Background: an optimization exercise with open tools, aiming at small area, a short achievable clock period and few clock cycles. Do not read the settings as production practice. In this exercise RTL edits were held to simulation tests only and were not proved equivalent to the original. Power is estimated from default activity; no workload was simulated.

## 09-04
Design Bin2BCD, start of the top module:
module Bin2BCD(
    input clk,
    input rst,
    input en,
    input [11:0] bin_d_in,
    output [15:0] bcd_d_out,
    output rdy
    );
    function [2:0] mod5(input [3:0] d);
        begin
            mod5[2] = (d[2] & ~d[1] & ~d[0]) | (d[3] & d[0]);
            mod5[1] = (d[1] & ~d[2]) | (d[1] & d[0]) | (d[3] & ~d[0]);
            mod5[0] = (~d[3] & ~d[2] & d[0]) | (d[2] & d[1] & ~d[0]) | (d[3] & ~d[0]);
        end
    endfunction
    function ge5(input [3:0] d);
        ge5 = d[3] | (d[2] & (d[1] | d[0]));
    endfunction
    wire [3:0] a0_0 = {3'd0, bin_d_in[11]};
    wire [3:0] a1_0 = {a0_0[2:0], bin_d_in[10]};
    wire [3:0] a2_0 = {a1_0[2:0], bin_d_in[9]};
    wire [3:0] a3_0 = {mod5(a2_0), bin_d_in[8]};
    wire [3:0] a3_1 = {3'd0, ge5(a2_0)};
    wire [3:0] a4_0 = {mod5(a3_0), bin_d_in[7]};
    wire [3:0] a4_1 = {a3_1[2:0], ge5(a3_0)};
    wire [3:0] a5_0 = {mod5(a4_0), bin_d_in[6]};
    wire [3:0] a5_1 = {a4_1[2:0], ge5(a4_0)};
    wire [3:0] a6_0 = {mod5(a5_0), bin_d_in[5]};
    wire [3:0] a6_1 = {mod5(a5_1), ge5(a5_0)};
    wire [3:0] a6_2 = {3'd0, ge5(a5_1)};
    wire [3:0] a7_0 = {mod5(a6_0), bin_d_in[4]};
    wire [3:0] a7_1 = {mod5(a6_1), ge5(a6_0)};
    wire [3:0] a7_2 = {a6_2[2:0], ge5(a6_1)};
    wire [3:0] a8_0 = {mod5(a7_0), bin_d_in[3]};
    wire [3:0] a8_1 = {mod5(a7_1), ge5(a7_0)};
    wire [3:0] a8_2 = {a7_2[2:0], ge5(a7_1)};
  ...
export LEC_CHECK = 0
export ABC_AREA = 1
export CAP_MARGIN = 20
export CORE_MARGIN = 2
export CORE_UTILIZATION = 70
export PLACE_DENSITY = 0.85
export SLEW_MARGIN = 20
create_clock -name core_clock -period 3.0 [get_ports {clk}]
standard.sh (not shown) runs the stock make flow with config.mk's settings and CLKGATE_MAP_FILE= SYNTH_SCRIPT=/design/flow/synth_recipe.tcl, a recipe that flattens the netlist after the stock synthesis.
==> flow/flow/run.sh <==
#!/bin/bash
set -euo pipefail
bash standard.sh synth > synth.log 2>&1
export BUFFER_PORTS_ARGS="-buffer_cell sky130_fd_sc_hd__buf_1"
export DONT_USE_CELLS="sky130_fd_sc_hd__clkdlybuf4s50_1 sky130_fd_sc_hd__clkdlybuf4s50_2 sky130_fd_sc_hd__clkdlybuf4s25_1 sky130_fd_sc_hd__clkdlybuf4s25_2 sky130_fd_sc_hd__clkdlybuf4s15_1 sky130_fd_sc_hd__clkdlybuf4s15_2 sky130_fd_sc_hd__clkdlybuf4s18_1 sky130_fd_sc_hd__clkdlybuf4s18_2 sky130_fd_sc_hd__dlymetal6s2s_1 sky130_fd_sc_hd__dlymetal6s4s_1 sky130_fd_sc_hd__dlymetal6s6s_1 sky130_fd_sc_hd__dlygate4sd1_1 sky130_fd_sc_hd__dlygate4sd2_1 sky130_fd_sc_hd__dlygate4sd3_1"
bash standard.sh > layout.log 2>&1
Testbench counts of 09-04, summed over its fixed seeds: cycles 4,096.
Here is what was changed in the inputs of 05-22 compared with 09-04.
# 09-04
export LEC_CHECK = 0
export ABC_AREA = 1
export CAP_MARGIN = 20
export CORE_MARGIN = 2
export CORE_UTILIZATION = 70
export PLACE_DENSITY = 0.85
export SLEW_MARGIN = 20
create_clock -name core_clock -period 3.0 [get_ports {clk}]
# 05-22
export LEC_CHECK = 0
export ABC_AREA = 1
export CAP_MARGIN = 20
export CORE_MARGIN = 2
export CORE_UTILIZATION = 40
export CTS_BUF_LIST = sky130_fd_sc_hd__clkbuf_4
export CTS_CLUSTER_DIAMETER = 100
export CTS_CLUSTER_SIZE = 30
export SETUP_SLACK_MARGIN = 0.3
export SLEW_MARGIN = 20
create_clock -name core_clock -period 3.0 [get_ports {clk}]
## What came out
Where routed wire length is concerned, 09-04 is outperformed by 05-22. Summary: with 09-04 as the reference, routability congestion estimate in 05-22 moved up by more than 10%. Re sequential cell count: no difference whatsoever between 05-22 and 09-04. Comparing 09-04 against 05-22, there is no change at all in post-synthesis instance area. The higher power in the clock group came out of 09-04. Placement-stage cell area went up slightly going from 09-04 to 05-22. 09-04 → 05-22: worst hold slack flat; setup slack now sits higher; wire length of the first global-routing pass picked up an extra 0.60%; die area shows an increase of about 70%. Compared with 09-04, 05-22 is the less power-hungry design.

---

Bin2BCD, a different RTL version from the one above (not shown whole).
For scale: about 280 cells after synthesis, about 16 flip-flops, roughly 1600 µm² of cells after synthesis.
clock: 3.0 ns
lec_check: 0
abc_area: 1
cap_margin: 20
core_margin: 2
core_utilization: 40
cts_buf_list: sky130_fd_sc_hd__clkbuf_4
cts_cluster_diameter: 100
cts_cluster_size: 30
setup_slack_margin: 0.4
slew_margin: 20
==> flow/flow/run.sh <==
#!/bin/bash
set -euo pipefail
bash standard.sh synth > synth.log 2>&1
export BUFFER_PORTS_ARGS="-buffer_cell sky130_fd_sc_hd__buf_1"
export DONT_USE_CELLS="sky130_fd_sc_hd__clkdlybuf4s50_1 sky130_fd_sc_hd__clkdlybuf4s50_2 sky130_fd_sc_hd__clkdlybuf4s25_1 sky130_fd_sc_hd__clkdlybuf4s25_2 sky130_fd_sc_hd__clkdlybuf4s15_1 sky130_fd_sc_hd__clkdlybuf4s15_2 sky130_fd_sc_hd__clkdlybuf4s18_1 sky130_fd_sc_hd__clkdlybuf4s18_2 sky130_fd_sc_hd__dlymetal6s2s_1 sky130_fd_sc_hd__dlymetal6s4s_1 sky130_fd_sc_hd__dlymetal6s6s_1 sky130_fd_sc_hd__dlygate4sd1_1 sky130_fd_sc_hd__dlygate4sd2_1 sky130_fd_sc_hd__dlygate4sd3_1"
export CTS_ARGS="-repair_clock_nets -buf_list sky130_fd_sc_hd__clkbuf_8 -root_buf sky130_fd_sc_hd__clkbuf_8"
bash standard.sh > layout.log 2>&1
Testbench counts at the start, summed over its fixed seeds: cycles 4,096.
==> next run, changes <==
==> flow/flow/run.sh (replaced) <==
#!/bin/bash
set -euo pipefail
export CUSTOM_ABC_SCRIPT=$PWD/flow/abc_custom.script
sed "s|SYNTH_SCRIPT=[^ ]*|SYNTH_SCRIPT=$PWD/flow/synth_custom.tcl|" standard.sh > standard_custom.sh
bash standard_custom.sh synth > synth.log 2>&1
export BUFFER_PORTS_ARGS="-buffer_cell sky130_fd_sc_hd__buf_1"
export DONT_USE_CELLS="sky130_fd_sc_hd__clkdlybuf4s50_1 sky130_fd_sc_hd__clkdlybuf4s50_2 sky130_fd_sc_hd__clkdlybuf4s25_1 sky130_fd_sc_hd__clkdlybuf4s25_2 sky130_fd_sc_hd__clkdlybuf4s15_1 sky130_fd_sc_hd__clkdlybuf4s15_2 sky130_fd_sc_hd__clkdlybuf4s18_1 sky130_fd_sc_hd__clkdlybuf4s18_2 sky130_fd_sc_hd__dlymetal6s2s_1 sky130_fd_sc_hd__dlymetal6s4s_1 sky130_fd_sc_hd__dlymetal6s6s_1 sky130_fd_sc_hd__dlygate4sd1_1 sky130_fd_sc_hd__dlygate4sd2_1 sky130_fd_sc_hd__dlygate4sd3_1"
bash standard.sh > layout.log 2>&1
==> flow/flow/abc_custom.script (new file) <==
strash
dch
map -B 0.9
topo
==> flow/flow/synth_custom.tcl (new file) <==
# The standard flow's synthesis script (synth_recipe.tcl) with one change: Yosys's abc
# pass uses flow/abc_custom.script instead of the ORFS area or speed script.
proc synth {args} { yosys synth -nofsm -noshare {*}$args }
proc abc {args} {
  set i [lsearch -exact $args -script]
  if { $i >= 0 } { lset args [expr {$i + 1}] $::env(CUSTOM_ABC_SCRIPT) }
  yosys abc {*}$args
}
source $::env(SCRIPTS_DIR)/synth.tcl
# left out here: clear keep_hierarchy, flatten, clean up, hide names made inside functions, write 1_2_yosys.v
Settings changed: SETUP_SLACK_MARGIN 0.4 to 0.3.
The new run produced a clean layout.
Clock power is lower by about 30%.
Critical path depth is lower by 9.
Power falls by 4.7%.
==> next run, changes <==
==> flow/flow/run.sh (replaced) <==
#!/bin/bash
set -euo pipefail
bash standard.sh synth > synth.log 2>&1
export BUFFER_PORTS_ARGS="-buffer_cell sky130_fd_sc_hd__buf_1"
export DONT_USE_CELLS="sky130_fd_sc_hd__clkdlybuf4s50_1 sky130_fd_sc_hd__clkdlybuf4s50_2 sky130_fd_sc_hd__clkdlybuf4s25_1 sky130_fd_sc_hd__clkdlybuf4s25_2 sky130_fd_sc_hd__clkdlybuf4s15_1 sky130_fd_sc_hd__clkdlybuf4s15_2 sky130_fd_sc_hd__clkdlybuf4s18_1 sky130_fd_sc_hd__clkdlybuf4s18_2 sky130_fd_sc_hd__dlymetal6s2s_1 sky130_fd_sc_hd__dlymetal6s4s_1 sky130_fd_sc_hd__dlymetal6s6s_1 sky130_fd_sc_hd__dlygate4sd1_1 sky130_fd_sc_hd__dlygate4sd2_1 sky130_fd_sc_hd__dlygate4sd3_1"
bash standard.sh > layout.log 2>&1
Settings changed: SETUP_SLACK_MARGIN 0.3 to 0.4.
removed: flow/flow/abc_custom.script
removed: flow/flow/synth_custom.tcl
Outcome:
- core utilization shrinks by 3.9 points
- wire length falls by 3.0%
- power drops by 0.40%
- final cell count goes down by 1.1%
==> next run, changes <==
Settings changed: SETUP_SLACK_MARGIN 0.4 to 0.3.
The new run finished clean.
Sequential share of layout area rose by 0.21 points.
Power fell by 0.41%.
Sequential power barely changes.
Design area fell by 0.81%.

-- port drivers added, routing unchanged --
How much do the figures lean on ideal ports? The routed layouts below were timed once more, with nothing changed but the port constraints.
Step 1 assumes that a clkbuf_16 drives the clock port and a buf_2 every other input.
Step 2 also shifts input and output timing later by t, the mid clock arrival at the registers, as if the neighbouring blocks saw the same clock.
Slacks: no drivers / after step 1 / after step 2; pairs: no drivers / after step 1.
run	t (ns)	setup WS [ns]	clock arrival spread, ns	worst data-port slew with drivers (ns)
09-04	0.311	0.516 / 0.512 / 0.200	0.007 / 0.007	0.03
05-22	0.289	0.593 / 0.591 / 0.302	0.007 / 0.006	0.03
the first run of note 2	0.266	0.543 / 0.546 / 0.281	0.003 / 0.003	0.04
the second run of note 2	0.295	0.566 / 0.544 / 0.274	0.007 / 0.007	0.03
the third run of note 2	0.292	0.611 / 0.608 / 0.316	0.004 / 0.004	0.03
the fourth run of note 2	0.292	0.558 / 0.555 / 0.263	0.004 / 0.004	0.03
After both steps setup and hold are still met in every run listed. For 09-04, which loses most, drivers alone change the setup slack by -0.004 ns; drivers and shift together by -0.316 ns.
